Background: an optimization exercise with open tools, aiming at small area. Do not read the settings as production practice.
In this exercise RTL edits were held to simulation tests only and were not proved equivalent to the original.
Power figures rest on the tool's default switching activity, not on a simulated workload. The flow treats the clock pin as an ideal source, which a real chip does not have.

--- flow/design.v ---
module uart_rx(
    input           rst_n,
    input           mosi,
    input           start_rx,
    input           clk,
    input           tick,
    output          ok,
    output[7:0]     data
);
reg[3:0] cnt,next_cnt;
reg      rx_ok,next_rx_ok;
reg[1:0] state,next_state;
reg[7:0] rx,next_rx;
assign ok   = rx_ok;
assign data = rx;
always@(posedge clk or negedge rst_n)begin
    if(!rst_n)begin
        state <= 0;
        rx_ok <= 0;
    end
    else if(tick)begin
        state <= next_state;
        rx_ok <= next_rx_ok;
    end
end
always@(posedge clk)begin
    if(tick)begin
        cnt   <= next_cnt;
        rx    <= next_rx;
    end
end
parameter idle     = 0;
parameter rec_data = 1;
parameter done     = 2;
parameter wait_dmy = 3;
always@(*)begin
    next_state = state;
    next_rx_ok = rx_ok;
    next_rx    = rx;
    next_cnt   = cnt - |cnt;
    case(state)
        idle:begin
            next_rx_ok = 1'b0;
            if(start_rx&!mosi)begin
                next_state = rec_data;
                next_cnt   = 8;
            end
        end
        rec_data:begin
            if(|cnt)begin
                next_rx = {mosi,rx[7:1]};
            end
            else if(mosi)begin
                next_rx_ok = 1'b1;
                next_state = idle;
            end
            else begin 
                next_rx_ok = 1'b0;
                next_state = wait_dmy;
                next_cnt   = 8;
            end
        end
        wait_dmy:begin
            if(|cnt) next_state = idle;
        end        
    endcase
end
endmodule
module uart_tx(
    input      rst_n,
    input      clk,
    input      tick,
    input      start,
    input[7:0] data,
    output     miso,
    output reg ok
);
reg[3:0] tx_cnt,next_tx_cnt;
reg      state,next_state;
reg      tx,next_tx;
reg      next_ok;
reg[7:0] data_tmp,next_data_tmp;
assign miso = tx;
always@(posedge clk)begin
    if(tick)begin
        tx_cnt   <= next_tx_cnt;
    end
end
parameter idle      = 0;
parameter send_data = 1;
always@(posedge clk or negedge rst_n)begin
    if(!rst_n)begin
        state    <= idle; 
        tx       <= 1;
        data_tmp <= 0;
        ok       <= 1'b0;
    end
    else if(tick)begin
        state    <= next_state;
        tx       <= next_tx;
        data_tmp <= next_data_tmp;
        ok       <= next_ok;
    end
end
always@(*)begin
    next_state    = state;
    next_tx_cnt   = tx_cnt - |tx_cnt;
    next_tx       = tx;
    next_data_tmp = data_tmp;
    next_ok       = ok;
    case(state)
        idle:begin
            next_ok = 1'b0;
            if(start)begin
                next_state    = send_data;
                next_tx_cnt   = 8;
                next_tx       = 1'b0;
            end
        end
        send_data:begin
            if(|tx_cnt)begin
                next_tx    = data[8-tx_cnt];
            end
            else begin
                next_state = idle;
                next_ok    = 1'b1;
                next_tx    = 1'b1;
            end
        end
    endcase
end
endmodule
module baud_sel(
    input      clk,
    input      rst_n,
    output reg clk_bps,
    output     bps_tick, 
    input      mosi,
    input[2:0] mode
);
reg[3:0]  cnt;
reg[3:0]  zr; 
reg       clk_bps_q;
wire[3:0]  cmp;
parameter bps9600=15;
assign cmp = mode==0 ? bps9600 : 0;
wire resync;
always@(posedge clk or negedge rst_n)begin
    if(!rst_n)begin
        cnt <= 0;
    end
    else if(resync)begin
        cnt <= 0;
    end
    else begin
        cnt <= cnt < cmp ? cnt + 1 : 0;
    end
end
always@(posedge clk or negedge rst_n)begin
    if(!rst_n)begin
        clk_bps <= 1'b0;
    end
    else if(resync)begin
        clk_bps <= 1'b0;
    end
    else begin
        clk_bps <= cnt==cmp ? ~clk_bps : clk_bps;
    end
end
always@(posedge clk or negedge rst_n)begin
    if(!rst_n)begin
        clk_bps_q <= 1'b0;
    end
    else begin
        clk_bps_q <= clk_bps;
    end
end
assign bps_tick = clk_bps & ~clk_bps_q & ~resync & ~(zr==0 & ~mosi);
always@(posedge clk or negedge rst_n)begin
    if(!rst_n)begin
        zr <= 0;
    end
    else begin
        zr <= mosi ? 4'd0 : zr[3] ? zr : zr + 4'd1;
    end
end
assign resync = zr!=0 & ~zr[3]; 
endmodule
module fifo(
    input           clk,
    input           wclk, 
    input           rclk, 
    input           rst_n,
    input[7:0]      mosi,
    output reg[7:0] miso,
    output          rdy
);
localparam RING  = 6;
localparam SLOTS = 86; 
reg[SLOTS*8-1:0] ring[0:RING-1];
reg[7:0]         last; 
reg[6:0] phase; 
always@(posedge clk)begin
    phase <= phase >= SLOTS-1 ? 7'd0 : phase + 7'd1;
end
reg[2:0] wr,rr;
reg[6:0] ws,rs;
reg      wclk_q,rclk_q;
wire     wen = wclk & ~wclk_q;
wire     ren = rclk & ~rclk_q;
always@(posedge clk or negedge rst_n)begin
    if(!rst_n)begin
        wclk_q <= 1'b0;
        rclk_q <= 1'b0;
    end
    else begin
        wclk_q <= wclk;
        rclk_q <= rclk;
    end
end
wire[2:0] wr_n = wr==RING ? 3'd0 : wr!=RING-1 ? wr + 3'd1 : ws==SLOTS-1 ? RING : 3'd0;
wire[6:0] ws_n = wr==RING ? 7'd0 : wr!=RING-1 ? ws : ws==SLOTS-1 ? 7'd0 : ws + 7'd1;
wire[2:0] rr_n = rr==RING ? 3'd0 : rr!=RING-1 ? rr + 3'd1 : rs==SLOTS-1 ? RING : 3'd0;
wire[6:0] rs_n = rr==RING ? 7'd0 : rr!=RING-1 ? rs : rs==SLOTS-1 ? 7'd0 : rs + 7'd1;
always@(posedge clk or negedge rst_n)begin
    if(!rst_n)begin
        wr <= 0;
        ws <= 0;
    end
    else if(wen)begin
        wr <= wr_n;
        ws <= ws_n;
    end
end
always@(posedge clk or negedge rst_n)begin
    if(!rst_n)begin
        rr <= 0;
        rs <= 0;
    end
    else if(ren)begin
        rr <= rr_n;
        rs <= rs_n;
    end
end
reg      pw;
reg[2:0] pwr;
reg[6:0] pws;
reg[7:0] pwd;
wire     commit = pw & (pwr==RING | pws==phase);
always@(posedge clk)begin
    pw  <= wen | (pw & ~commit);
    {pwr,pws,pwd} <= ({18{wen}} & {wr,ws,mosi}) | ({18{~wen}} & {pwr,pws,pwd});
end
genvar g;
generate
    for(g=0;g<RING;g=g+1)begin:rings
        wire[7:0] tap = ring[g][SLOTS*8-1 -: 8];
        always@(posedge clk)begin
            ring[g] <= {ring[g][SLOTS*8-9:0], (commit & pwr==g) ? pwd : tap};
        end
    end
endgenerate
wire     wlast = commit & pwr==RING;
always@(posedge clk)begin
    last <= ({8{wlast}} & pwd) | ({8{~wlast}} & last);
end
reg      pv;
reg[7:0] pre;
wire[6:0] rs_1  = rs==SLOTS-1 ? 7'd0 : rs + 7'd1;
wire      fetch = ~pv & (rr==RING ? ~(pw & pwr==RING) : rs_1==phase);
wire[7:0] fdata = rr==RING ? last : ring[rr][7:0];
wire      w_at_r = ren ? (wr==rr_n & ws==rs_n) : (wr==rr & ws==rs);
always@(posedge clk or negedge rst_n)begin
    if(!rst_n)begin
        pv  <= 1'b0;
    end
    else if(wen & w_at_r)begin
        pv  <= 1'b1;
    end
    else if(ren)begin
        pv  <= 1'b0;
    end
    else if(fetch)begin
        pv  <= 1'b1;
    end
end
wire     pre_w = wen & w_at_r;
wire     pre_f = ~pre_w & fetch;
wire     pre_h = ~pre_w & ~fetch;
always@(posedge clk)begin
    pre <= ({8{pre_w}} & mosi) | ({8{pre_f}} & fdata) | ({8{pre_h}} & pre);
end
always@(posedge clk or negedge rst_n)begin
    if(!rst_n)begin
        miso <= 8'h00;
    end
    else if(ren)begin
        miso <= pre;
    end
end
assign rdy = wr==rr & ws==rs; 
endmodule
module fifo_top(
    input       clk,       
    input       rst_n,     
    input       mosi,      
    output      miso,      
    input       en_fifo,   
    output      clk_bps,   
    output      bps_tick,  
    output      rok,       
    output      wok,       
    input[2:0]  mode,      
    input[7:0]  mosi_data, 
    input[7:0]  miso_data, 
    output[7:0] miso_fifo,
    output[7:0] miso_rx,
    output      fifo_rdy,
    input       start_tx,
    input       start_rx,
    input       wclk,
    input       rclk
);
wire[7:0] miso_tx;
wire[7:0] mosi_fifo;
assign mosi_fifo = en_fifo ? mosi_data : miso_rx;
assign miso_tx   = en_fifo ? miso_data : miso_fifo;
baud_sel baud_sel(
     .clk    (clk    )
    ,.rst_n  (rst_n  )
    ,.clk_bps(clk_bps)
    ,.bps_tick(bps_tick)
    ,.mosi   (mosi   )
    ,.mode   (mode   )
);
uart_rx uart_rx(
     .clk      (clk       )
    ,.tick     (bps_tick  )
    ,.rst_n    (rst_n     )
    ,.mosi     (mosi      )
    ,.ok       (rok       )
    ,.data     (miso_rx   )
    ,.start_rx (start_rx  )
);
fifo fifo(
     .clk  (clk       )
    ,.wclk (wclk      )
    ,.rclk (rclk      )
    ,.rst_n(rst_n     )
    ,.mosi (mosi_fifo )
    ,.miso (miso_fifo )
    ,.rdy  (fifo_rdy  )
);
uart_tx uart_tx(
     .rst_n(rst_n          )
    ,.clk  (clk            )
    ,.tick (bps_tick       )
    ,.start(start_tx       )
    ,.data (miso_tx        )
    ,.miso (miso           )
    ,.ok   (wok            )
);
endmodule
module fifo_control(
    input       clk,   
    input       rst_n,
    input       mosi,
    output      miso,
    output[7:0] miso_rx,
    input[2:0]  cmd,
    output      fifo_done,
    output      fifo_busy,
    output      rok,
    output      clk_bps,
    output      bps_tick,
    input       cnt_ld,
    input       fe_done,
    output reg  sd_init,
    input       init_ok,
    output reg  sd_ren,
    output reg  sd_wen,
    input       sd_read_ok,
    input       sd_write_ok,
    input[7:0]  mosi_data,
    input       mosi_wclk,
    input       mosi_rclk,
    input       en_fc,
    output reg  set_fifo,
    output[7:0] miso_fifo,
    output      fifo_rdy
);
wire wok;
reg[2:0] state,next_state;
parameter idle       = 0,
          send_rx    = 1,
          send_tx    = 2,
          done       = 3,
          initial_sd = 4,
          sd_read    = 5,
          sd_write   = 6;
reg        start_rx,next_start_rx;
reg        start_tx,next_start_tx;
reg        en_fifo,next_en_fifo;
reg[15:0]  cnt,next_cnt;
reg        rclk,next_rclk;
reg        wclk,next_wclk;
reg        req,next_req;
reg        next_sd_init;
reg        next_sd_ren;
reg        next_sd_wen;
reg       fe_done_sync,fe_done_sync1;
always@(posedge clk or negedge rst_n)begin
    if(!rst_n)begin
        fe_done_sync  <= 1'b0;
        fe_done_sync1 <= 1'b0;
    end
    else begin
        fe_done_sync  <= fe_done;
        fe_done_sync1 <= fe_done_sync;
    end
end
reg next_set_fifo;
wire fifo_fe_done;
assign fifo_fe_done = fe_done_sync1&!fe_done_sync;
always@(posedge clk or negedge rst_n)begin
    if(!rst_n)begin
        state    <= idle;
        start_rx <= 1'b0;
        start_tx <= 1'b0;
        en_fifo  <= 1'b0;
        req      <= 1'b0;
        wclk     <= 1'b0;
        rclk     <= 1'b0;
        sd_init  <= 1'b0;
        sd_ren   <= 1'b0;
        sd_wen   <= 1'b0;
        set_fifo <= 1'b0;
    end
    else begin
        state    <= next_state;
        start_rx <= next_start_rx;
        start_tx <= next_start_tx;
        en_fifo  <= next_en_fifo;
        req      <= next_req;
        wclk     <= next_wclk;
        rclk     <= next_rclk;
        sd_init  <= next_sd_init;
        sd_ren   <= next_sd_ren;
        sd_wen   <= next_sd_wen;
        set_fifo <= next_set_fifo;
    end
end
always@(posedge clk)begin
    if(cnt_ld)begin
        cnt <= {cnt[7:0],miso_rx};
    end
    else begin
        cnt <= next_cnt;
    end
end
reg en;
always@(*)begin
    next_state    = state;
    next_start_rx = start_rx;
    next_start_tx = start_tx;
    next_en_fifo  = en_fifo;
    next_cnt      = cnt;
    next_req      = req;
    next_wclk     = wclk;
    next_rclk     = rclk;
    en            = 1'b0;
    next_sd_init  = sd_init;
    next_sd_ren   = sd_ren;
    next_sd_wen   = sd_wen;
    next_set_fifo = set_fifo;
    case(state)
        idle:begin
            next_start_rx = 1'b1;
            if(en_fc)begin
                if(cmd==3'd1)begin
                    next_state    = send_rx;
                    next_set_fifo = 1'b0;
                end
                else if(cmd==3'd2)begin
                    next_state    = initial_sd;
                end
                else if(cmd==3'd3)begin
                    next_state    = sd_read;
                    next_sd_ren   = 1'b1;
                end
                else if(cmd==3'd4)begin
                    next_state  = sd_write;
                    next_sd_wen = 1'b1;
                end
                else if(cmd==3'd6)begin
                    next_set_fifo = 1'b1;
                    next_state    = send_rx;
                end
            end
        end
        send_rx:begin
            next_req      = rok;
            en            = !req&rok;
            next_cnt      = en ? cnt - |cnt : cnt;
            if(en&(|cnt))begin
                next_wclk = 1'b1;
            end
            else if(rok&(~|cnt))begin
                if(set_fifo)begin
                    next_state     = done;
                end
                else begin
                    next_state    = send_tx;
                    next_rclk     = 1'b1;
                end
                next_wclk     = 1'b0;
                next_start_tx = 1'b1;
            end
            else begin
                next_wclk = 1'b0;
            end
        end
        send_tx:begin
            next_req = wok;
            en       = !req&wok;
            if(fifo_rdy&en)begin
                next_rclk  = 1'b0;
                next_state = done;
            end
            else if(en)begin
                next_rclk = 1'b1;
            end
            else begin
                next_rclk = 1'b0;
            end
        end
        initial_sd:begin
            next_req = rok;
            en       = !req&rok;
            next_cnt = en ? cnt - |cnt : cnt;
            if(|cnt)begin
            end
            else if(init_ok)begin
                next_state   = done;
                next_sd_init = 1'b0;
            end
            else begin
                next_sd_init  = 1'b1;
            end
        end
        sd_read:begin
            next_wclk    = mosi_wclk;
            next_en_fifo = 1'b1;
            if(sd_read_ok)begin
                next_en_fifo = 1'b0;
                next_state   = send_tx;
                next_sd_ren  = 1'b0;
                next_rclk    = 1'b1;
                next_start_tx = 1'b1;
            end
        end
        sd_write:begin
            next_rclk     = mosi_rclk;
            if(sd_write_ok)begin
                next_state  = done;
                next_sd_wen = 1'b0;
            end
            else if(set_fifo)begin
            end
        end
        done:begin
            next_start_tx = 1'b0;
            if(fifo_fe_done)begin
                next_state   = idle;
            end
        end
    endcase
end
assign fifo_done =  state == done;
assign fifo_busy = !(state==idle);
fifo_top fifo_top(
     .clk       (clk       )
    ,.rst_n     (rst_n     )
    ,.mosi      (mosi      )
    ,.miso      (miso      )
    ,.en_fifo   (en_fifo   )
    ,.mode      (3'd0      ) 
    ,.mosi_data (mosi_data )
    ,.miso_data (8'd0      ) 
    ,.start_tx  (start_tx  )
    ,.start_rx  (start_rx  )
    ,.miso_rx   (miso_rx   )
    ,.fifo_rdy  (fifo_rdy  )
    ,.rok       (rok       )
    ,.wok       (wok       )
    ,.clk_bps   (clk_bps   )
    ,.bps_tick  (bps_tick  )
    ,.wclk      (wclk      )
    ,.rclk      (rclk      )
    ,.miso_fifo (miso_fifo )
);
endmodule
module FELOGIC(
    input             clk,
    input             tick,
    input             rst_n,
    input             rok,
    input             fifo_done,
    input[7:0]        mosi,
    output reg[2:0]   cmd, 
    output            cnt_ld, 
    output            fe_done,
    input             fifo_busy,
    output reg[31:0]  sec,
    output reg        en_fc
);
    reg[6:0] rx_flag;
    reg      busy,busy_sync,busy_sync1;
    reg      cmd_05;
    always@(posedge clk or negedge rst_n)begin
        if(!rst_n)begin
            busy       <= 1'b0;
            busy_sync  <= 1'b0;
            busy_sync1 <= 1'b0;
        end
        else if(tick)begin
            busy       <= fifo_done;
            busy_sync  <= busy;
            busy_sync1 <= busy_sync;
        end
    end
    always@(posedge clk or negedge rst_n)begin
        if(!rst_n)begin
            en_fc <= 1'b0;
        end
        else if(tick&rok&rx_flag[2])begin
            en_fc <= 1'b1;
        end
        else if(tick&rx_flag[0])begin
            en_fc <= 1'b0;
        end
    end
    assign fe_done = !busy_sync1&busy_sync;
    assign cnt_ld = tick&rok&(|rx_flag[1:0]);
    always@(posedge clk or negedge rst_n)begin
        if(!rst_n)begin
            rx_flag <= 1;
        end
        else if(tick&fifo_done)begin
            rx_flag <= 1;
        end
        else if(tick&rok&rx_flag[2]&mosi==8'h03)begin
            rx_flag <= 1'b1;
        end
        else if(tick&rok&cmd_05&rx_flag[6])begin
            rx_flag <= 1'b1;
        end
        else if(tick&rok)begin
            rx_flag <= rx_flag << 1;
        end
    end
    always@(posedge clk)begin
        if(tick&rok&rx_flag[2])begin
            cmd <= |mosi[7:3] ? 3'd0 : mosi[2:0];
        end
    end
    always@(posedge clk or negedge rst_n)begin
        if(!rst_n)begin
            cmd_05 <= 1'b0;
        end
        else if(tick&rok&rx_flag[2]&mosi==8'h05)begin
            cmd_05 <= 1'b1;
        end
        else if(tick&rok&rx_flag[0])begin
            cmd_05 <= 0;
        end
    end
    always@(posedge clk or negedge rst_n)begin
        if(!rst_n)begin
            sec <= 0;
        end
        else if(tick&cmd_05&rok)begin
            sec <= |rx_flag[6:3] ? {sec[23:0],mosi} : sec;
        end
    end
endmodule
module sd_initial(
    input           rst_n,
    input           clk,
    output reg      sd_ck,
    input           sd_miso,
    output reg      sd_mosi,
    output reg      sd_csn,
    input           sd_init, 
    output reg      init_ok,
    input           sd_ren,
    input           sd_wen,
    input           fifo_busy,
    output reg      wclk,
    output reg      rclk,
    output[7:0]     miso_data,
    output reg      rd_ok,
    output reg      wr_ok,
    input[31:0]     sec,
    input           set_fifo,
    input[7:0]      mosi_data,
    input           fifo_rdy
);
wire[47:0] write_single_cmd;
wire[47:0] read_single_cmd;
assign read_single_cmd  = {8'h51,8'h0,8'h0,8'h0,8'h0,8'hff}|(sec<<8);
assign write_single_cmd = {8'h58,8'h0,8'h0,8'h0,8'h0,8'hff}|(sec<<8);
reg[2:0] cnt_clk;
reg      fifo_empty,next_fifo_empty;
always@(posedge clk or negedge rst_n)begin
    if(!rst_n)begin
        cnt_clk <= 0;
    end
    else begin
        cnt_clk <= cnt_clk==5 ? 0 :cnt_clk + 1;
    end
end
always@(posedge clk or negedge rst_n)begin
    if(!rst_n)begin
        sd_ck <= 1'b0;
    end
    else begin
        sd_ck <= cnt_clk==5 ? ~sd_ck : sd_ck;
    end
end
reg      en; 
reg      rx_valid;
reg[47:0]rx;
reg[3:0] state,next_state;
reg      next_init_ok;
reg      next_sd_mosi;
reg      next_sd_csn;
reg[5:0] tx_cnt,next_tx_cnt;
reg[31:0]sh;
reg      ld_cmd,ld_byte;
reg[31:0]cmd_val;
reg[6:0] byte_val;
reg[9:0] cnt,next_cnt;
reg[1:0] req,next_req;
reg[2:0] rx_cnt,next_rx_cnt;
reg      next_wclk;
reg      next_rclk;
reg      next_rd_ok;
reg      next_wr_ok;
wire     sd_rise = sd_ck & cnt_clk==0; 
wire     sd_fall = ~sd_ck & cnt_clk==0; 
reg[47:0]nrx;
wire     nrx_sh = sd_rise & sd_mosi; 
wire     nrx_hd = ~sd_rise; 
always@(posedge clk)begin
    nrx <= ({48{nrx_sh}} & {nrx[46:0],~sd_miso}) | ({48{nrx_hd}} & nrx);
end
always@(*) rx = ~nrx;
always@(posedge clk or negedge rst_n)begin
    if(!rst_n)begin
        state     <= 0;
        init_ok   <= 1'b0;
        sd_mosi   <= 1'b1;
        sd_csn    <= 1'b1;
        req       <= 0;
        wclk      <= 0;
        rclk      <= 0;
        rd_ok     <= 0;
        wr_ok     <= 0;
    end
    else if(sd_fall)begin
        state     <= next_state;
        init_ok   <= next_init_ok;
        sd_mosi   <= next_sd_mosi;
        sd_csn    <= next_sd_csn;
        req       <= next_req;
        wclk      <= next_wclk;
        rclk      <= next_rclk;
        rd_ok     <= next_rd_ok;
        wr_ok     <= next_wr_ok;
    end
end
always@(posedge clk)begin
    if(sd_fall)begin
        if(ld_cmd)begin
            sh <= cmd_val;
        end
        else begin
            if(tx_cnt<=40) sh <= {sh[30:0],1'b0};
            if(ld_byte) sh[31:25] <= byte_val;
        end
    end
end
wire[7:0] c1 = state==8   ? 8'h40 :
               state==2   ? 8'h48 :
               state==3  ? 8'h77 :
               state==4 ? 8'h69 :
               state==5  ? 8'h51 : 8'h58;
wire[7:0] c2 = state==8   ? 8'h95 :
               state==2   ? 8'h87 : 8'hff;
wire[2:0] idx = tx_cnt[2:0] - 3'd1; 
wire      dbit = tx_cnt > 40 ? c1[idx] : (tx_cnt > 8 | state==9) ? sh[31] : c2[idx];
assign miso_data = rx[7:0];
always@(posedge clk)begin
    if(sd_fall)begin
        tx_cnt    <= next_tx_cnt;
        rx_cnt    <= next_rx_cnt;
        fifo_empty <= next_fifo_empty;
        cnt       <= next_cnt;
    end
end
always@(*)begin
    next_state     = state;
    next_tx_cnt    = tx_cnt - |tx_cnt;
    next_rx_cnt    = rx_cnt - |rx_cnt;
    next_init_ok   = init_ok;
    next_sd_mosi   = sd_mosi;
    next_sd_csn    = sd_csn;
    ld_cmd         = 1'b0;
    ld_byte        = 1'b0;
    cmd_val        = 32'd0;
    byte_val       = 7'd0;
    next_cnt       = cnt; 
    next_req       = req;
    next_wclk      = wclk;
    next_rclk      = rclk;
    next_rd_ok     = rd_ok;
    next_wr_ok     = wr_ok;
    next_fifo_empty = fifo_empty;
    case(state)
        0:begin
            next_sd_csn     = 1'b1;
            next_sd_mosi    = 1'b1;
            next_init_ok    = init_ok;
            if(!init_ok&sd_init)begin
                next_cnt       = 1023;
                next_state     = 1;
            end
            else if(init_ok&sd_ren)begin 
                next_state     = 5;
                next_sd_mosi   = read_single_cmd>>47;
                ld_cmd         = 1'b1;
                cmd_val        = sec;
                next_tx_cnt    = 47;
                next_sd_csn    = 1'b0;
            end
            else if(init_ok&sd_wen)begin
                next_state     = 6;
                next_sd_mosi   = write_single_cmd>>47;
                ld_cmd         = 1'b1;
                cmd_val        = sec;
                next_tx_cnt    = 47;
                next_sd_csn    = 1'b0;
            end
        end
        1:begin
            next_cnt       = cnt  - |cnt;
            if(|cnt)begin
                next_state = 1;
            end
            else begin
                next_sd_csn = 1'b1;
                next_state  = 8;
                ld_cmd         = 1'b1;
                cmd_val        = 32'h00000000;
                next_tx_cnt = 48;
            end
        end
        8:begin 
            if(|tx_cnt)begin
                next_sd_csn  = 1'b0;
                next_sd_mosi = dbit;
            end
            else if(rx[47:40]==8'h01)begin
                next_state   = 2;
                next_sd_mosi = {8'h48,8'h00,8'h00,8'h01,8'haa,8'h87}>>47;
                ld_cmd         = 1'b1;
                cmd_val        = 32'h000001aa;
                next_tx_cnt  = 47;
            end
            else begin
                next_sd_mosi = 1'b1;
            end
        end
        2:begin
            if(|tx_cnt)begin
                next_sd_mosi = dbit;
            end
            else if(rx[47:40]==8'h01)begin
                next_state   = 3;
                next_sd_mosi = {8'h77,8'h00,8'h00,8'h00,8'h00,8'hff}>>47;
                ld_cmd         = 1'b1;
                cmd_val        = 32'h00000000;
                next_tx_cnt  = 47;
            end
            else begin
                next_sd_mosi = 1'b1;
            end
        end
        3:begin
            if(|tx_cnt)begin
                next_sd_mosi = dbit;
            end
            else if(rx[47:40]==8'h01)begin
                next_state   = 4;
                next_sd_mosi = {8'h69,8'h40,8'h00,8'h00,8'h00,8'hff}>>47;
                ld_cmd         = 1'b1;
                cmd_val        = 32'h40000000;
                next_tx_cnt  = 47;
            end
            else begin
                next_sd_mosi = 1'b1;
            end
        end
        4:begin
            if(|tx_cnt)begin
                next_sd_mosi = dbit;
            end
            else if(rx[47:40]==8'h00)begin
                next_state   = 8'ha;
                next_init_ok = 1'b1;
                next_sd_csn  = 1'b1;
                next_sd_mosi = 1'b1;
            end
            else if(rx[47:40]==8'h01)begin
                next_state   = 3;
                next_sd_mosi = {8'h77,8'h00,8'h00,8'h00,8'h00,8'hff}>>47;
                ld_cmd         = 1'b1;
                cmd_val        = 32'h00000000;
                next_tx_cnt  = 47;
            end
            else begin
                next_sd_mosi = 1'b1;
            end
        end
        5:begin
            if(|tx_cnt)begin
                next_sd_mosi = dbit;
            end
            else if(rx[47:40]==8'h0)begin
                 next_state = 7;
            end
            else begin
                next_sd_mosi = 1'b1;
            end
        end
        6:begin
            if(|tx_cnt)begin
                next_sd_mosi = dbit;
            end
            else if(rx[47:40]==8'h0)begin
                 next_state      = 9;
                 next_sd_mosi    = 1'b1;
                 ld_byte        = 1'b1;
                 byte_val       = 7'h7e;
                 next_tx_cnt     = 7;
                 next_rclk       = fifo_rdy ? 1'b0 : 1'b1;
                 next_fifo_empty = fifo_rdy;
            end
            else begin
                next_sd_mosi = 1'b1;
            end
        end
        9:begin
            next_rclk = 1'b0;
            if(req==1'b0)begin 
                if(|tx_cnt)begin
                    next_sd_mosi = dbit;
                end
                else begin
                    next_fifo_empty = fifo_rdy;
                    next_sd_mosi    = fifo_empty ? 0  : mosi_data >>7;
                    ld_byte        = 1'b1;
                    byte_val       = fifo_empty ? 7'd0 : mosi_data[6:0];
                    next_tx_cnt     = 7;
                    next_req        = 1;
                    next_cnt        = 511;
                    next_rclk       = fifo_rdy ? 1'b0 : 1'b1;
                end
            end
            else if(req==1)begin 
                if(|tx_cnt)begin
                    next_sd_mosi = dbit;
                end
                else if(|cnt)begin
                    next_fifo_empty = fifo_rdy;
                    next_sd_mosi    = fifo_empty ? 0  : mosi_data >>7;
                    ld_byte        = 1'b1;
                    byte_val       = fifo_empty ? 7'd0 : mosi_data[6:0];
                    next_tx_cnt     = 7;
                    next_cnt        = cnt - |cnt;
                    next_rclk       = fifo_rdy ? 1'b0 : 1'b1;
                end
                else begin
                    next_sd_mosi = 8'hff;
                    ld_byte        = 1'b1;
                    byte_val       = 7'h7f;
                    next_tx_cnt  = 7;
                    next_req     = 2;
                    next_cnt     = 1;
                end
            end
            else if(req==2)begin 
                if(|tx_cnt)begin
                    next_sd_mosi = dbit;
                end
                else if(|cnt)begin
                    next_sd_mosi = 8'hff>>7;
                    ld_byte        = 1'b1;
                    byte_val       = 7'h7f;
                    next_tx_cnt  = 7;
                    next_cnt     = cnt - |cnt;
                end
                else begin
                    next_state  = 8'hc;
                    next_req    = 1'b0;
                    next_sd_csn = 1'b1;
                    next_wr_ok  = 1'b1;
                end
            end
        end
        7:begin
            if(req==1'b0&rx[7:0]==8'hfe)begin
                next_req    = 1'b1;
                next_rx_cnt = 7;
                next_cnt    = 512+2; 
            end
            else if(req==1'b1)begin
                next_cnt       =|rx_cnt ? cnt : cnt - 1;
                next_rx_cnt    = (|cnt)&rx_cnt==0 ? 7 :rx_cnt - |rx_cnt;
                next_wclk      = rx_cnt == 0;
                next_req       = cnt==0&rx_cnt==0 ? 2'b10 : req;
                if(cnt==0&rx_cnt==0)begin
                    next_req    = 2'b10;
                    next_sd_csn = 1'b1;
                    next_cnt    = 7;
                end
            end
            else if(req==2'b10)begin
                next_wclk  = 1'b0;
                next_state = 8'hb;
                next_rd_ok = 1'b1;
                next_req   = 0;
            end
        end
        8'ha:begin
            if(fifo_busy)begin
                next_state = 0;
            end
        end
        8'hb:begin
            if(fifo_busy)begin
                next_state = 0;
                next_rd_ok = 1'b0;
            end
        end
        8'hc:begin
            if(fifo_busy)begin
                next_state = 0;
                next_wr_ok = 1'b0;
            end
        end
    endcase
end
endmodule
module ufc_top(
    input  clk,
    input  rst_n,
    input  mosi,
    output miso,
    output sd_ck,
    output sd_mosi,
    output sd_csn,
    input  sd_miso
);
wire[7:0]  mosi_rx;
wire[2:0]  cmd;
wire       cnt_ld;
wire[7:0]  mosi_data;
wire[31:0] sec;
wire[7:0]  miso_fifo;
wire       fifo_done,rok,clk_bps,bps_tick,sd_init,init_ok,fifo_busy,fe_done;
wire       sd_ren,sd_wen,rd_ok,wr_ok,wclk,rclk,en_fc,set_fifo,fifo_rdy;
fifo_control fifo_control(
     .clk        (clk         )
    ,.rst_n      (rst_n       )
    ,.mosi       (mosi        )
    ,.miso       (miso        )
    ,.miso_rx    (mosi_rx     )
    ,.cmd        (cmd         )
    ,.fifo_done  (fifo_done   )
    ,.rok        (rok         )
    ,.clk_bps    (clk_bps     )
    ,.bps_tick   (bps_tick    )
    ,.cnt_ld     (cnt_ld      )
    ,.sd_init    (sd_init     )
    ,.init_ok    (init_ok     )
    ,.fifo_busy  (fifo_busy   )
    ,.fe_done    (fe_done     )
    ,.sd_ren     (sd_ren      )
    ,.sd_wen     (sd_wen      )
    ,.sd_read_ok (rd_ok       )
    ,.sd_write_ok(wr_ok       )
    ,.mosi_data  (mosi_data   )
    ,.mosi_wclk  (wclk        )
    ,.mosi_rclk  (rclk        )
    ,.en_fc      (en_fc       )
    ,.set_fifo   (set_fifo    )
    ,.miso_fifo  (miso_fifo   )
    ,.fifo_rdy   (fifo_rdy    )
);
FELOGIC FELOGIC(
     .rst_n     (rst_n     )
    ,.rok       (rok       )
    ,.mosi      (mosi_rx   )
    ,.clk       (clk       )
    ,.tick      (bps_tick  )
    ,.cmd       (cmd       )
    ,.cnt_ld    (cnt_ld    )
    ,.fe_done   (fe_done   )
    ,.fifo_done (fifo_done )
    ,.fifo_busy (fifo_busy )
    ,.sec       (sec       )
    ,.en_fc     (en_fc     )
);
sd_initial sd_initial(
     .rst_n     (rst_n     )
    ,.clk       (clk       )
    ,.sd_ck     (sd_ck     )
    ,.sd_miso   (sd_miso   )
    ,.sd_mosi   (sd_mosi   )
    ,.sd_init   (sd_init   )
    ,.init_ok   (init_ok   )
    ,.sd_csn    (sd_csn    )
    ,.fifo_busy (fifo_busy )
    ,.sd_ren    (sd_ren    )
    ,.sd_wen    (sd_wen    )
    ,.wclk      (wclk      )
    ,.rclk      (rclk      )
    ,.miso_data (mosi_data )
    ,.rd_ok     (rd_ok     )
    ,.wr_ok     (wr_ok     )
    ,.sec       (sec       )
    ,.set_fifo  (set_fifo  )
    ,.mosi_data (miso_fifo )
    ,.fifo_rdy  (fifo_rdy  )
);
endmodule
--- flow/flow/run.sh ---
#!/bin/bash
# The standard layout, with clock tree settings of our own: larger leaf clusters and no
# dummy loads. Each tool's output goes to a log file here; ORFS keeps its own logs under orfs/logs.
set -euo pipefail
export CTS_ARGS="-sink_clustering_enable -repair_clock_nets -dont_use_dummy_load -buf_list sky130_fd_sc_hd__clkbuf_16 -sink_clustering_size 34 -sink_clustering_max_diameter 60"
bash standard.sh > standard_sh.log 2>&1
--- flow/standard.sh ---
#!/bin/bash
# synth_recipe.tcl (not shown) runs the flow's synth.tcl, then flattens the netlist and writes it again
# the make line also repeats each setting of config.mk as NAME=value (left out here)
make -C /OpenROAD-flow-scripts/flow DESIGN_CONFIG=/design/flow/config.mk WORK_HOME=/design/flow/orfs CLKGATE_MAP_FILE= SYNTH_SCRIPT=/design/flow/synth_recipe.tcl "${@:-finish}"
--- flow/config.mk ---
export PLATFORM = sky130hd
export DESIGN_NAME = ufc_top
export DESIGN_NICKNAME = ufc_top
export VERILOG_FILES = /design/flow/design.v
export SDC_FILE = /design/flow/constraint.sdc
export NUM_CORES = 4
export LEC_CHECK = 0
export ABC_AREA = 1
export CAP_MARGIN = 20
export CORE_MARGIN = 2
export CORE_UTILIZATION = 65
export SLEW_MARGIN = 20
--- flow/constraint.sdc ---
create_clock -name core_clock -period 10.0 [get_ports {clk}]
set_input_delay 2.0000 -clock core_clock [delete_from_list [all_inputs] [get_ports {clk}]]
set_output_delay 2.0000 -clock core_clock [all_outputs]
set_load 0.01 [all_outputs]
==> impl_metrics.csv, run 1 <==
group,metric,value,unit
run_status,status,"no timing/DRC/antenna violations",
synth,syn_nets,6178,
timing,min_period,4.655,ns
critical_path,worst-endpoint-required,10.34,ns
die,start_util,65.23,%
placement,hpwl,70.89,mm
timing,period_share,46.55,%
synth,yosysUniqueCellTypes,60,
cts,cts-root-buf,"clkbuf_16",
cts,clk_latency,0.80,ns
cts,h-tree-depth,4,
critical_path,path_max_fanout,31,
global_routing,grt_pass1_wl,200.9,mm
timing,fmax,214.8,MHz
route,route.detailed.drc,0,
worst_hold_path,hp-start,"fifo_control.fifo_top.fifo.ring[5][479]",
cts,path_clk_slew,0.10,ns
route,dr_wl_met2,49.56,mm
cells_and_area,ff_latch_area,90400,um2
power,irDropWorstVdd,0.1843,mV
worst_hold_path,whs_path_depth,0,
power,p_total,0.02553,W
cells_and_area,area_growth,6.934,%
timing,maxSlewViolCount,0,
cells_and_area,final_net_count,6317,
die,std_cell_rows,143,
cts,cts_buffers,175,
die,die_area,155000,um2
synth,yosysWarnings,8,
placement,io_buffer_count,7,
timing,rsz0062_at_grt,"no",
route,postRouteAntennaNets,0,
die,die_y,393.7,um
synth,ys_seq_area_share,91.56,%
synth,synthArstFlopShare,2.778,%
synth,synth_seq_cells,4428,
critical_path,r2r_start,"sd_initial.cnt[0]",
power,powerDensity,241.8,nW/um2
route,viasPerCell,4.576,
cts,clockBufferDepth,3,
critical_path,worstPathArrival,4.99,ns
cts,numClockSinks,4428,
synth,synthCells,6137,
timing,finalSetupViolations,0,
timing,fin_setup_tns,0,ns
synth,synth-edff-count,113,
route,vias,38010,
cells_and_area,fillCellCount,10030,
placement,placed_area,101200,um2
worst_hold_path,min_path_type,"flop to flop",
route,routed.top_layer,"met4",
cells_and_area,utilization,69.75,%
synth,avgSynthCellArea,16.09,um2
synth,yosys_most_used_dff,"dfxtp_1",
route,drt-total-wl,122.2,mm
synth,syn-cell-area,98730,um2
global_routing,overflow,0,
route,met1_length,64.72,mm
timing,tightestPinTransition,1.009,ns
cells_and_area,multiInputGateArea,6998,um2
timing,max_slew_margin,32.68,%
critical_path,startpoint,"mosi",
cts,post_cts_buffers,0,
critical_path,critPathKind,"input pin to flop",
placement,gp_congestion,0.8242,
cells_and_area,postLayoutCellArea,105600,um2
route,drt_first_pass_iters,5,
global_routing,antenna_found_initial,4,
global_routing,globalRouteTotalUtil,16.11,%
route,met3_wirelength,4.302,mm
cts,post_cts_resize_count,0,
critical_path,r2r_cells,11,
critical_path,end_kind,"flop",
critical_path,cp-start-kind,"input pin",
timing,finClkSkew,0.09008,ns
cells_and_area,drive_gt1_share,3.682,%
die,placeableCoreArea,151400,um2
job,cap_violations,0,
placement,dp_cells,8129,
timing,hold_viol,0,
power,leakage,42.77,nW
cells_and_area,fin_cells,8305,
cts,postCtsHoldBufs,0,
cts,cts_tree,"done",
route,wl_per_cell,14.72,um
die,io_pins,8,
global_routing,grt_max_degree,77,
die,die_w,393.7,um
route,drt-initial-drc-count,1778,
global_routing,grt_pass1_vias,37740,
==> kinds of logic (layout without fill, tap and decap cells) <==
group / Yosys count / after routing / share of synthesized area (%)
AO/OA/AOI/OAI: 430 / 430 / 2.499
buffers and inverters: 353 / 490 / 1.375
flip-flops: 4428 / 4428 / 91.56
multiplexers: 2 / 2 / 0.02281
other: 0 / 1 / 0
adder cells (fa/ha/maj): 37 / 37 / 0.4689
AND/OR/NAND/NOR: 835 / 835 / 3.618
XOR/XNOR: 52 / 52 / 0.4613
==> sequential cells by signal (all words and copies together), names as in the netlist, 4 cells and up, named ones only <==
register	count
FELOGIC.rx_flag	7
sd_initial.cnt	10
fifo_control.fifo_top.fifo.pre	8
fifo_control.fifo_top.uart_rx.rx	8
fifo_control.fifo_top.fifo.rs	7
fifo_control.fifo_top.baud_sel.zr	4
fifo_control.cnt	16
sd_initial.nrx	48
fifo_control.fifo_top.uart_tx.tx_cnt	4
fifo_control.fifo_top.baud_sel.cnt	4
sd_initial.tx_cnt	6
fifo_control.fifo_top.fifo.phase	7
fifo_control.fifo_top.fifo.ws	7
fifo_control.fifo_top.fifo.ring	4128
sd_initial.state	4
FELOGIC.sec	32
fifo_control.fifo_top.fifo.miso	8
sd_initial.sh	32
fifo_control.fifo_top.uart_rx.cnt	4
==> synthesized netlist by cell type (all sizes together), types with 2 or more instances <==
library cell | n | area share, %
a211oi | 4 | 0.030
a21oi | 59 | 0.31
a221oi | 9 | 0.080
a22o | 2 | 0.018
a22oi | 6 | 0.046
a31oi | 7 | 0.044
buf | 13 | 0.080
clkbuf | 42 | 0.16
clkinv | 4 | 0.015
dfrtp | 119 | 3.0
dfstp | 4 | 0.11
dfxtp | 4192 | 85
edfxtp | 113 | 3.4
ha | 37 | 0.47
inv | 294 | 1.1
mux2 | 2 | 0.023
nand2 | 467 | 1.8
nand3 | 119 | 0.63
nand3b | 5 | 0.038
nand4 | 21 | 0.13
nor2 | 181 | 0.74
nor3 | 25 | 0.13
nor3b | 2 | 0.015
nor4 | 9 | 0.072
o2111ai | 4 | 0.035
o211ai | 26 | 0.20
o21ai | 239 | 1.2
o221ai | 3 | 0.027
o22ai | 57 | 0.36
o31ai | 6 | 0.046
o41ai | 3 | 0.042
or2 | 2 | 0.013
xnor2 | 17 | 0.15
xor2 | 35 | 0.31
==> metal layers <==
layer,vias up,track usage [%]
met4,0,5.556
met1,17900,25.17
met3,224,2.699
met2,460,22.90
met5,-,0
li1,19430,-
==> worst paths after layout <==
path                                                           endpoint  slack (ns)
worst min-delay path            fifo_control.fifo_top.fifo.ring[5][487]        0.28
worst min register to register  fifo_control.fifo_top.fifo.ring[5][487]        0.28
worst max register to register                        sd_initial.sh[17]        6.45
min in group asynchronous                             sd_initial.req[1]        1.31
max in group asynchronous                            sd_initial.init_ok        7.49
worst max-delay path                               fifo_control.cnt[10]        5.34
==> cell type report <==
type	instances	area share [%]
Antenna cell	1	0.002370
Inverter	298	1.059
Clock buffer	175	4.148
Timing Repair Buffer	17	0.1387
Tap cell	2030	2.406
Sequential cell	4428	85.62
Multi-Input combinational cell	1356	6.628
==> stage by stage <==
step / worst slack [ns] / hold slack (ns)
4_1_cts: 5.315 / 0.2802
2_1_floorplan: 6.014 / 0.3096
3_5_place_dp: 4.502 / 0.3121
3_3_place_gp: 4.581 / 0.3096
6_report: 5.345 / 0.2807
5_1_grt: 5.030 / 0.2804
==> critical path, stage by stage <==
cell             delay, ns
clkdlybuf4s50_1       0.60
nor2_1                0.15
nor4_4                0.78
inv_2                 0.27
nor2_4                0.25
o21ai_1               0.09
buf_4                 0.24
nand2_1               0.59
==> report_power, final <==
group | switching, W | internal (W) | total, W
logic | 0.0000211 | 0.00000781 | 0.0000290
clock network | 0.00465 | 0.00314 | 0.00779
registers | 0.00000457 | 0.0177 | 0.0177
total | 0.00467 | 0.0209 | 0.0255
==> cell usage in the layout, fill, tap and decap left out, types with 17 or more instances in the layout <==
cell / instances
a21oi_1: 57
clkbuf_16: 175
dfrtp_1: 119
dfxtp_1: 4192
edfxtp_1: 113
ha_1: 37
inv_1: 289
nand2_1: 458
nand3_1: 115
nand4_1: 21
nor2_1: 170
nor3_1: 24
o211ai_1: 26
o21ai_0: 229
o22ai_1: 57
xnor2_1: 17
xor2_1: 35
==> run 2, diff against run 1 <==
==> flow/flow/run.sh (replaced) <==
#!/bin/bash
# The standard layout, with clock tree settings of our own: larger leaf clusters and no
# dummy loads. Each tool's output goes to a log file here; ORFS keeps its own logs under orfs/logs.
set -euo pipefail
export CTS_ARGS="-sink_clustering_enable -repair_clock_nets -dont_use_dummy_load -buf_list sky130_fd_sc_hd__buf_12 -sink_clustering_size 34 -sink_clustering_max_diameter 60"
bash standard.sh > standard_sh.log 2>&1
==> run 2 against run 1 <==
Net effect: still clean on timing, DRC and antenna; maximum frequency decreased by 1.4%; count of clock-buffer cells in the layout unchanged; hold slack lost 0.0086 ns; sequential share of layout area up 0.72 points; sequential power is essentially flat.
==> impl_metrics.csv, run 2 <==
group,metric,value,unit
placement,hpwl,70.89,mm
route,dr_wl_met2,48.83,mm
cts,post_cts_resize_count,0,
route,drt-total-wl,121.5,mm
cts,h-tree-depth,4,
route,viasPerCell,4.577,
die,placeableCoreArea,151400,um2
placement,place_ws,4.502,ns
synth,ys_top_cells_by_count,"dfxtp_1 (4192), nand2_1 (458), inv_1 (289)",
die,io_pins,8,
critical_path,r2r_start,"sd_initial.cnt[0]",
cts,postCtsHoldBufs,0,
synth,yosysUniqueCellTypes,60,
synth,syn_nets,6178,
synth,avgSynthCellArea,16.09,um2
route,route.detailed.drc,0,
cells_and_area,largest_register,"fifo_control.fifo_top.fifo.ring",
power,clkPwrFrac,29.6,%
power,irDropWorstVdd,0.1887,mV
power,leakage,42.26,nW
worst_hold_path,min_path_type,"flop to flop",
route,met1_length,64.78,mm
die,start_util,65.23,%
synth,ys_seq_area_share,91.56,%
cts,cts-root-buf,"buf_12",
critical_path,cp-start-kind,"input pin",
critical_path,r2r_setup_slack,6.41,ns
placement,io_buffer_count,7,
cells_and_area,area_growth,6.047,%
timing,max_slew_margin,31.93,%
power,seqPwrFrac,70.3,%
timing,maxSlewViolCount,0,
timing,tightestPinTransition,1.020,ns
cts,numClockSinks,4428,
global_routing,antenna_found_initial,3,
cts,cts_tree,"done",
route,vias,38020,
timing,finalSetupViolations,0,
synth,synth-edff-count,113,
timing,finClkSkew,0.09897,ns
placement,gp_congestion,0.8242,
cells_and_area,final_common_cell,"dfxtp_1",
synth,synth.most_common_cell,"dfxtp_1",
timing,min_period,4.721,ns
cts,clk_latency,0.75,ns
synth,synthArstFlopShare,2.778,%
global_routing,grt_pass1_vias,37520,
route,postRouteAntennaNets,0,
synth,syn-cell-area,98730,um2
critical_path,r2r_end,"sd_initial.sh[19]",
die,die_y,393.7,um
synth,synth_seq_cells,4428,
route,drt_first_pass_iters,5,
die,std_cell_rows,143,
cells_and_area,final_cell_mix,"dfxtp_1 (4192), nand2_1 (458), inv_1 (289), o21ai_0 (229), buf_12 (175)",
worst_hold_path,hp-start,"fifo_control.fifo_top.fifo.ring[5][479]",
synth,synthTopCellsByArea,"dfxtp_1 (85%), edfxtp_1 (3.4%), dfrtp_1 (3.0%)",
cts,path_clk_slew,0.11,ns
cts,clockBufferDepth,3,
global_routing,grt_max_degree,77,
critical_path,end_kind,"flop",
cells_and_area,final_net_count,6317,
cts,post_cts_buffers,0,
job,cap_violations,0,
synth,yosysTopAreaCellShare,85.00,%
timing,hold_viol,0,
run_status,status,"no timing/DRC/antenna violations",
worst_hold_path,holdPathEnd,"fifo_control.fifo_top.fifo.ring[5][487]",
route,wl_per_cell,14.63,um
power,p_sw_share,18.86,%
cells_and_area,utilization,69.17,%
critical_path,r2r_cells,11,
route,met3_wirelength,4.125,mm
timing,fin_hold_ws,0.2721,ns
power,power.switching,0.004749,W
timing,fin_ws,5.279,ns
synth,synth_top_cell_by_area,"dfxtp_1",
global_routing,overflow,0,
critical_path,worstPathArrival,5.01,ns
timing,rsz0062_at_grt,"no",
cts,cts_buffers,175,
power,combPwrFrac,0.1,%
power,internal_power,0.02044,W
global_routing,globalRouteTotalUtil,16.03,%
global_routing,grt_pass1_wl,200.1,mm
die,die_area,155000,um2
critical_path,critPathKind,"input pin to flop",
power,powerDensity,240.5,nW/um2
synth,synthCells,6137,
critical_path,path_max_fanout,31,
die,die_w,393.7,um
timing,fin_setup_tns,0,ns
cells_and_area,drive_gt1_share,3.682,%
route,drt-initial-drc-count,1837,
timing,period_share,47.21,%
synth,yosysWarnings,8,
route,routed.top_layer,"met4",
timing,fmax,211.8,MHz
cells_and_area,largestRegisters,"fifo_control.fifo_top.fifo.ring x4128, sd_initial.nrx x48",
critical_path,worst-endpoint-required,10.29,ns
worst_hold_path,whs_path_depth,0,
cells_and_area,largest_reg_flops,4128,
synth,yosys_most_used_dff,"dfxtp_1",
==> run 2: changes by cell type in the layout (fill, tap and decap cells not counted) <==
cell / change
clkbuf_16: -175
buf_12: +175
==> run 2: through the flow <==
step / cell area (um2) / power, W / cells
finish: 104700 / 0.02518 / 8305
global route: 104700 / 0.02605 / 8304
CTS: 104700 / 0.02545 / 8304
detailed placement: 101200 / 0.01814 / 8129
global placement: 101200 / 0.01814 / 8129
floorplan: 98730 / 0.01812 / 6137
==> run 2: logic make-up (layout without fill, tap and decap cells) <==
kind of cell | after synthesis | in the layout | share of synthesized area (%)
flip-flops | 4428 | 4428 | 91.56
AND/OR/NAND/NOR | 835 | 835 | 3.618
AO/OA/AOI/OAI | 430 | 430 | 2.499
buffers and inverters | 353 | 490 | 1.375
XOR/XNOR | 52 | 52 | 0.4613
adder cells (fa/ha/maj) | 37 | 37 | 0.4689
multiplexers | 2 | 2 | 0.02281
other | 0 | 1 | 0
==> run 2: worst max-delay path by stage <==
stage               depth (start not counted)                    to  slack, ns  startpoint
floorplan                                   7   fifo_control.cnt[0]       6.01        mosi
global placement                            8  fifo_control.cnt[12]       4.58        mosi
detailed placement                          8  fifo_control.cnt[12]       4.50        mosi
CTS                                         8  fifo_control.cnt[15]       5.25        mosi
global route                                8  fifo_control.cnt[10]       4.98        mosi
finish                                      8  fifo_control.cnt[15]       5.28        mosi
==> run 2: metal layers <==
metal  vias to the layer above  GRT usage (%)
li1                      19460              -
met5                         -              0
met3                       230          2.708
met4                         0          5.371
met1                     17880          25.23
met2                       447          22.65
==> run 2: power by group through the flow <==
| stage | registers, W | clock network (W) | logic (W) |
|---|---|---|---|
| floorplan | 0.0181 | 0 | 0.0000134 |
| global placement | 0.0181 | 0 | 0.0000282 |
| detailed placement | 0.0181 | 0 | 0.0000297 |
| CTS | 0.0177 | 0.00772 | 0.0000300 |
| global route | 0.0177 | 0.00830 | 0.0000345 |
| finish | 0.0177 | 0.00745 | 0.0000290 |
==> run 2: critical path: stages <==
cell and delay, ns:
clkdlybuf4s50_1 0.60, nor2_1 0.15, nor4_4 0.79, inv_2 0.28, nor2_4 0.25, o21ai_1 0.09
buf_4 0.24, nand2_1 0.59
==> run 2: final cells by class <==
| type | count | area, um2 |
|---|---|---|
| flip-flops and latches | 4428 | 90400 |
| fillers | 10110 | 46660 |
| multi-input cells | 1356 | 6998 |
| clock buffers | 175 | 3503 |
| well taps | 2030 | 2540 |
| inverters | 298 | 1119 |
| repair buffers | 17 | 146.4 |
| diodes | 1 | 2.502 |
==> run 3, diff against run 2 <==
==> flow/flow/run.sh (replaced) <==
#!/bin/bash
# The standard layout, with clock tree settings of our own: larger leaf clusters and no
# dummy loads. Each tool's output goes to a log file here; ORFS keeps its own logs under orfs/logs.
set -euo pipefail
export CTS_ARGS="-sink_clustering_enable -repair_clock_nets -dont_use_dummy_load -buf_list sky130_fd_sc_hd__buf_12 -sink_clustering_size 30 -sink_clustering_max_diameter 80"
bash standard.sh > standard_sh.log 2>&1
==> run 3 against run 2 <==
Net effect: still clean; via count grew 0.21%; core utilization barely moved; total power up 0.13%; critical path depth is the same; critical path type unchanged.
==> impl_metrics.csv, run 3 <==
group,metric,value,unit
run_status,status,"no timing/DRC/antenna violations",
die,start_util,65.23,%
cts,clockBufferDepth,3,
synth,synthTopCellsByArea,"dfxtp_1 (85%), edfxtp_1 (3.4%), dfrtp_1 (3.0%)",
cells_and_area,drive_gt1_share,3.682,%
timing,fin_setup_tns,0,ns
synth,yosysTopAreaCellShare,85.00,%
synth,synthCells,6137,
cts,cts_buffers,175,
global_routing,grt-busiest-layer,"met1",
critical_path,critPathKind,"input pin to flop",
cts,post_cts_resize_count,0,
die,die_y,393.7,um
route,drt-total-wl,122.7,mm
placement,hpwl,70.89,mm
synth,ys_seq_area_share,91.56,%
cts,postCtsHoldBufs,0,
synth,synth_top_cell_by_area,"dfxtp_1",
power,irDropWorstVdd,0.3034,mV
cts,clk_latency,0.75,ns
critical_path,path_max_fanout,31,
cts,cts-root-buf,"buf_12",
cells_and_area,final_net_count,6317,
die,die_w,393.7,um
die,die_area,155000,um2
die,std_cell_rows,143,
placement,gp_congestion,0.8242,
worst_hold_path,min_path_type,"flop to flop",
global_routing,grt_pass1_wl,201.3,mm
timing,hold_viol,0,
cells_and_area,fin_cells,8306,
synth,yosys_most_used_dff,"dfxtp_1",
placement,io_buffer_count,7,
route,drt_first_pass_iters,5,
route,drt-initial-drc-count,1870,
worst_hold_path,whs_path_depth,0,
synth,ys_top_cells_by_count,"dfxtp_1 (4192), nand2_1 (458), inv_1 (289)",
synth,syn_nets,6178,
timing,finClkSkew,0.1169,ns
route,postRouteAntennaNets,0,
synth,yosysWarnings,8,
cts,post_cts_buffers,0,
timing,maxSlewViolCount,0,
synth,synth_seq_cells,4428,
critical_path,end_kind,"flop",
synth,syn-cell-area,98730,um2
synth,synth-edff-count,113,
timing,tightestPinTransition,1.003,ns
critical_path,worstPathArrival,5.02,ns
cts,path_clk_slew,0.11,ns
route,vias,38090,
die,placeableCoreArea,151400,um2
cts,cts_tree,"done",
global_routing,globalRouteTotalUtil,16.13,%
global_routing,grt_pass1_vias,37700,
critical_path,cp-start-kind,"input pin",
job,cap_violations,0,
synth,yosysUniqueCellTypes,60,
power,powerDensity,240.8,nW/um2
timing,min_period,4.710,ns
cells_and_area,final_cell_mix,"dfxtp_1 (4192), nand2_1 (458), inv_1 (289), o21ai_0 (229), buf_12 (175)",
critical_path,r2r_cells,11,
timing,fmax,212.3,MHz
critical_path,worst-endpoint-required,10.31,ns
global_routing,overflow,0,
synth,avgSynthCellArea,16.09,um2
cells_and_area,largestRegisters,"fifo_control.fifo_top.fifo.ring x4128, sd_initial.nrx x48",
cts,numClockSinks,4428,
cells_and_area,largest_reg_flops,4128,
timing,max_slew_margin,33.03,%
cts,h-tree-depth,4,
global_routing,grt_max_degree,77,
global_routing,met1_usage,25.25,%
placement,dp_cells,8129,
cells_and_area,area_growth,6.050,%
timing,rsz0062_at_grt,"no",
power,leakage,42.26,nW
cells_and_area,fillCellCount,10130,
global_routing,grt_use_met3,2.679,%
route,viasPerCell,4.586,
synth,synth.most_common_cell,"dfxtp_1",
timing,period_share,47.10,%
global_routing,gr-usage-met2,22.96,%
timing,finalSetupViolations,0,
die,io_pins,8,
route,wl_per_cell,14.77,um
cells_and_area,largest_register,"fifo_control.fifo_top.fifo.ring",
synth,synthArstFlopShare,2.778,%
cells_and_area,final_common_cell,"dfxtp_1",
global_routing,antenna_found_initial,4,
route,route.detailed.drc,0,
[run 3: final timing paths]
| check | start | to | slack, ns |
|---|---|---|---|
| min in group asynchronous | rst_n | sd_initial.req[1] | 1.30 |
| hold reg to reg | fifo_control.fifo_top.fifo.ring[5][255] | fifo_control.fifo_top.fifo.ring[5][263] | 0.25 |
| max in group asynchronous | rst_n | fifo_control.state[1] | 7.45 |
| hold / removal | fifo_control.fifo_top.fifo.ring[5][255] | fifo_control.fifo_top.fifo.ring[5][263] | 0.25 |
| setup / recovery | mosi | fifo_control.cnt[14] | 5.29 |
| setup reg to reg | sd_initial.cnt[0] | sd_initial.sh[17] | 6.45 |
[run 3: critical path, stage by stage]
cell             delay (ns)
clkdlybuf4s50_1        0.61
nor2_1                 0.15
nor4_4                 0.79
inv_2                  0.27
nor2_4                 0.25
o21ai_1                0.09
buf_4                  0.24
nand2_1                0.59
[run 3: logic make-up after synthesis]
logic type | share of synthesized area, %
AO/OA/AOI/OAI | 2.499
XOR/XNOR | 0.4613
adder cells (fa/ha/maj) | 0.4689
buffers and inverters | 1.375
flip-flops | 91.56
multiplexers | 0.02281
AND/OR/NAND/NOR | 3.618
[run 3: area by class of cell]
type                            instances  area, um2  share of cell area (%)
Inverter                              298       1119                   1.068
Timing Repair Buffer                   17      146.4                  0.1398
Tap cell                             2030       2540                   2.426
Sequential cell                      4428      90400                   86.33
Antenna cell                            2      5.005                0.004780
Multi-Input combinational cell       1356       6998                   6.683
Clock buffer                          175       3503                   3.346
[run 3: routing by layer]
layer  up-vias  share of wire [%]
met2       489                 40
met3       247                3.4
met5         -              0.011
li1      19440                  -
met1     17920                 53
met4         2                3.2
[run 3: power breakdown]
part           leakage (nW)  switching (W)  internal [W]
Sequential             36.5     0.00000456        0.0177
Combinational          4.12      0.0000211    0.00000782
Clock                  1.64        0.00476       0.00273
Total                  42.3        0.00478        0.0204
[run 3: metrics by stage]
stage	hold WS, ns	instance area [um2]	utilization (%)	power [W]	setup WS (ns)
5_1_grt	0.2447	104700	69.17	0.02606	5.003
2_1_floorplan	0.3096	98730	-	0.01812	6.014
4_1_cts	0.2414	104700	69.17	0.02548	5.276
3_5_place_dp	0.3121	101200	66.85	0.01814	4.502
3_3_place_gp	0.3096	101200	66.85	0.01814	4.581
6_report	0.2493	104700	69.17	0.02522	5.290
==> run 4, diff against run 3 <==
--- a/flow/design.v
+++ b/flow/design.v
@@ -325,5 +325,5 @@
 wire[7:0] mosi_fifo;
 assign mosi_fifo = en_fifo ? mosi_data : miso_rx;
-assign miso_tx   = en_fifo ? miso_data : miso_fifo;
+assign miso_tx   = miso_fifo;
 baud_sel baud_sel(
      .clk    (clk    )
@@ -399,5 +399,4 @@
           sd_read    = 5,
           sd_write   = 6;
-reg        start_rx,next_start_rx;
 reg        start_tx,next_start_tx;
 reg        en_fifo,next_en_fifo;
@@ -426,5 +425,4 @@
     if(!rst_n)begin
         state    <= idle;
-        start_rx <= 1'b0;
         start_tx <= 1'b0;
         en_fifo  <= 1'b0;
@@ -439,5 +437,4 @@
     else begin
         state    <= next_state;
-        start_rx <= next_start_rx;
         start_tx <= next_start_tx;
         en_fifo  <= next_en_fifo;
@@ -462,5 +459,4 @@
 always@(*)begin
     next_state    = state;
-    next_start_rx = start_rx;
     next_start_tx = start_tx;
     next_en_fifo  = en_fifo;
@@ -476,5 +472,4 @@
     case(state)
         idle:begin
-            next_start_rx = 1'b1;
             if(en_fc)begin
                 if(cmd==3'd1)begin
@@ -589,5 +584,5 @@
     ,.miso_data (8'd0      ) 
     ,.start_tx  (start_tx  )
-    ,.start_rx  (start_rx  )
+    ,.start_rx  (1'b1      ) 
     ,.miso_rx   (miso_rx   )
     ,.fifo_rdy  (fifo_rdy  )
@@ -742,6 +737,6 @@
 reg[6:0] byte_val;
 reg[9:0] cnt,next_cnt;
+wire[5:0] rx_cnt = tx_cnt;
 reg[1:0] req,next_req;
-reg[2:0] rx_cnt,next_rx_cnt;
 reg      next_wclk;
 reg      next_rclk;
@@ -805,5 +800,4 @@
     if(sd_fall)begin
         tx_cnt    <= next_tx_cnt;
-        rx_cnt    <= next_rx_cnt;
         fifo_empty <= next_fifo_empty;
         cnt       <= next_cnt;
@@ -813,5 +807,4 @@
     next_state     = state;
     next_tx_cnt    = tx_cnt - |tx_cnt;
-    next_rx_cnt    = rx_cnt - |rx_cnt;
     next_init_ok   = init_ok;
     next_sd_mosi   = sd_mosi;
@@ -1023,10 +1016,10 @@
             if(req==1'b0&rx[7:0]==8'hfe)begin
                 next_req    = 1'b1;
-                next_rx_cnt = 7;
+                next_tx_cnt = 7;
                 next_cnt    = 512+2; 
             end
             else if(req==1'b1)begin
                 next_cnt       =|rx_cnt ? cnt : cnt - 1;
-                next_rx_cnt    = (|cnt)&rx_cnt==0 ? 7 :rx_cnt - |rx_cnt;
+                next_tx_cnt    = (|cnt)&rx_cnt==0 ? 7 :rx_cnt - |rx_cnt;
                 next_wclk      = rx_cnt == 0;
                 next_req       = cnt==0&rx_cnt==0 ? 2'b10 : req;
--- a/flow/flow/run.sh
+++ b/flow/flow/run.sh
@@ -1,4 +1,5 @@
 #!/bin/bash
-# The standard layout, with clock tree settings of our own: larger leaf clusters and no
+# The standard layout, with clock tree settings of our own: buf_12 clock buffers, larger leaf
+# clusters and no
 # dummy loads. Each tool's output goes to a log file here; ORFS keeps its own logs under orfs/logs.
 set -euo pipefail
==> run 4 against run 3 <==
Net effect: still clean on timing, DRC and antenna; die area hardly changed; sequential power hardly changed; cell count is 0.33% lower; sequential share of layout area is 0.054 points higher; hold slack worse by 0.025 ns; via count is 0.23% higher; routed wire length is 1.4% lower; global-route usage is 0.33 points lower; count of clock-buffer cells in the layout is 5 lower; first-iteration DRC count is 1.0% lower; synthesized cell count hardly changed; critical path depth stayed put; largest cell class unchanged; largest power group unchanged.
==> impl_metrics.csv, run 4 <==
group,metric,value,unit
run_status,status,"no timing/DRC/antenna violations",
power,combPwrFrac,0.1,%
global_routing,grt_pass1_wl,198.8,mm
synth,ys_seq_area_share,91.49,%
timing,fin_setup_tns,0,ns
route,route.detailed.drc,0,
cts,cts-root-buf,"buf_12",
cells_and_area,largestRegisters,"fifo_control.fifo_top.fifo.ring x4128, sd_initial.nrx x48",
cells_and_area,final_cell_mix,"dfxtp_1 (4192), nand2_1 (431), inv_1 (291), o21ai_0 (219), nor2_1 (183)",
die,io_pins,8,
placement,gp_congestion,0.8419,
synth,synth-edff-count,110,
worst_hold_path,holdPathEnd,"fifo_control.fifo_top.fifo.ring[0][193]",
synth,yosysUniqueCellTypes,59,
critical_path,r2r_start,"sd_initial.tx_cnt[0]",
power,p_total,0.02509,W
cells_and_area,fillCellCount,10100,
timing,fmax,251.6,MHz
cts,numClockSinks,4424,
worst_hold_path,whs_path_depth,0,
timing,min_period,3.975,ns
timing,maxSlewViolCount,0,
critical_path,critPathKind,"input pin to flop",
die,placeableCoreArea,150300,um2
die,die_y,393.6,um
cts,cts_buffers,170,
timing,hold_viol,0,
cells_and_area,largest_reg_flops,4128,
power,seqPwrFrac,70.5,%
synth,yosysWarnings,8,
synth,syn-cell-area,98680,um2
timing,finalSetupViolations,0,
critical_path,cp-start-kind,"input pin",
cells_and_area,multiInputGateArea,7049,um2
timing,finClkSkew,0.1020,ns
cells_and_area,final_common_cell,"dfxtp_1",
synth,yosysTopAreaCellShare,85.05,%
die,die_w,393.6,um
timing,fin_ws,6.025,ns
timing,rsz0062_at_grt,"no",
placement,placed_area,101100,um2
route,drt-initial-drc-count,1851,
cells_and_area,drive_gt1_share,3.673,%
critical_path,r2r_setup_slack,6.16,ns
power,clkPwrFrac,29.4,%
synth,ys_top_cells_by_count,"dfxtp_1 (4192), nand2_1 (432), inv_1 (291)",
worst_hold_path,hp-start,"fifo_control.fifo_top.fifo.ring[0][185]",
synth,synth.most_common_cell,"dfxtp_1",
cts,clk_latency,0.77,ns
critical_path,worstPathArrival,4.29,ns
critical_path,path_max_fanout,33,
global_routing,overflow,0,
route,postRouteAntennaNets,0,
global_routing,grt_pass1_vias,37600,
placement,io_buffer_count,7,
route,wl_per_cell,14.60,um
synth,synthArstFlopShare,2.758,%
power,internal_power,0.02034,W
power,powerDensity,240.0,nW/um2
cells_and_area,largest_register,"fifo_control.fifo_top.fifo.ring",
synth,synthCells,6132,
cts,post_cts_buffers,0,
cts,path_clk_slew,0.11,ns
cells_and_area,area_growth,5.910,%
cells_and_area,final_net_count,6303,
cts,cts_tree,"done",
route,vias,38180,
synth,synth_seq_cells,4424,
global_routing,globalRouteTotalUtil,15.80,%
worst_hold_path,min_path_type,"flop to flop",
power,leakage,42.11,nW
route,drt_first_pass_iters,5,
cts,h-tree-depth,4,
synth,synthTopCellsByArea,"dfxtp_1 (85%), edfxtp_1 (3.3%), dfrtp_1 (3.0%)",
cells_and_area,utilization,69.53,%
critical_path,end_kind,"flop",
synth,synth_top_cell_by_area,"dfxtp_1",
synth,syn_nets,6171,
cells_and_area,ff_latch_area,90280,um2
job,cap_violations,0,
timing,max_slew_margin,31.48,%
critical_path,r2r_end,"sd_initial.sh[12]",
route,drt-total-wl,120.9,mm
cts,clockBufferDepth,3,
cts,post_cts_resize_count,0,
die,std_cell_rows,142,
placement,place_ws,5.282,ns
route,viasPerCell,4.612,
critical_path,r2r_cells,11,
synth,avgSynthCellArea,16.09,um2
power,p_sw_share,18.92,%
synth,yosys_most_used_dff,"dfxtp_1",
critical_path,worst-endpoint-required,10.31,ns
cts,postCtsHoldBufs,0,
power,power.switching,0.004746,W
timing,period_share,39.75,%
placement,hpwl,69.66,mm
die,start_util,65.65,%
power,irDropWorstVdd,0.1901,mV
die,die_area,154900,um2
global_routing,grt_max_degree,65,
cells_and_area,postLayoutCellArea,104500,um2
timing,tightestPinTransition,1.028,ns
global_routing,antenna_found_initial,5,
run 4: routing by layer:
metal	track usage [%]	up-vias	wire, um
met3	2.633	221	4641
met4	4.892	0	3393
met5	0	-	0
li1	-	19440	-
met1	25.13	17980	65140
met2	22.20	542	47710
run 4: logic make-up (layout without fill, tap and decap cells):
| kind of cell | count (synthesis) | in the layout | synth area share (%) |
|---|---|---|---|
| AO/OA/AOI/OAI | 452 | 452 | 2.687 |
| other | 0 | 1 | 0 |
| buffers and inverters | 353 | 483 | 1.381 |
| XOR/XNOR | 51 | 51 | 0.4527 |
| AND/OR/NAND/NOR | 817 | 817 | 3.544 |
| adder cells (fa/ha/maj) | 35 | 35 | 0.4438 |
| flip-flops | 4424 | 4424 | 91.49 |
run 4: stage by stage:
stage	hold WS [ns]	std cells
after floorplan	0.3096	6132
after global placement	0.3096	8108
after detailed placement	0.3121	8108
after CTS	0.2294	8278
after global routing	0.2333	8278
final	0.2247	8279
run 4: power groups by stage:
stage	registers [W]	logic (W)	clock network (W)
2_1_floorplan	0.0181	0.0000143	0
3_5_place_dp	0.0181	0.0000309	0
3_3_place_gp	0.0181	0.0000304	0
5_1_grt	0.0177	0.0000357	0.00821
4_1_cts	0.0177	0.0000310	0.00763
6_report	0.0177	0.0000300	0.00737
run 4: cell type report:
cell class | count | area share, %
diodes | 1 | 0.002394
flip-flops and latches | 4424 | 86.39
clock buffers | 170 | 3.256
multi-input cells | 1355 | 6.745
well taps | 2016 | 2.414
inverters | 297 | 1.067
repair buffers | 16 | 0.1293
run 4: critical path, cell delays in order:
cell,delay [ns]
clkdlybuf4s50_1,0.56
nor2_1,0.10
nor3_1,0.13
nand2_1,0.26
nor2_2,0.33
o21ai_1,0.11
buf_4,0.24
nand2_1,0.54
run 4: worst max path at each step:
stage                     start                   end  slack, ns
after global routing       mosi       FELOGIC.sec[19]       5.72
after floorplan            mosi   fifo_control.cnt[0]       6.39
after detailed placement   mosi  fifo_control.cnt[11]       5.28
after CTS                  mosi  fifo_control.cnt[11]       6.06
final                      mosi  fifo_control.cnt[11]       6.03
after global placement     mosi  fifo_control.cnt[11]       5.34

-- static timing again, ports no longer ideal --
In the flow no input, the clock included, has a driving cell. The finished layouts below were timed again as built, in two steps.
Step 1, drivers: a clkbuf_16 drives clk and a buf_2 each remaining input, both assumed.
Step 2 times the ports against the registers' clock, not the clock port: input delays grow and output delays shrink by t, the midpoint of the rising clock arrivals with the driver on.
Slacks: ideal / step 1 / step 2; pairs: ideal / step 1.
run | t (ns) | slack for setup (ns) | hold WS [ns] | worst register clock-pin slew, ns | worst slew at a driven data input, ns
run 1 | 0.832 | 5.345 / 5.372 / 4.540 | 0.281 / 0.281 / 0.281 | 0.11 / 0.11 | 0.05
run 2 | 0.783 | 5.279 / 5.310 / 4.526 | 0.272 / 0.272 / 0.272 | 0.12 / 0.12 | 0.05
run 3 | 0.795 | 5.290 / 5.320 / 4.525 | 0.249 / 0.249 / 0.249 | 0.12 / 0.12 | 0.06
run 4 | 0.785 | 6.025 / 6.082 / 5.297 | 0.225 / 0.225 / 0.225 | 0.11 / 0.11 | 0.03
After both steps setup and hold are still met in every run listed. The setup slack of run 1, which loses most, moves by +0.027 ns with the drivers and by -0.805 ns with both steps.
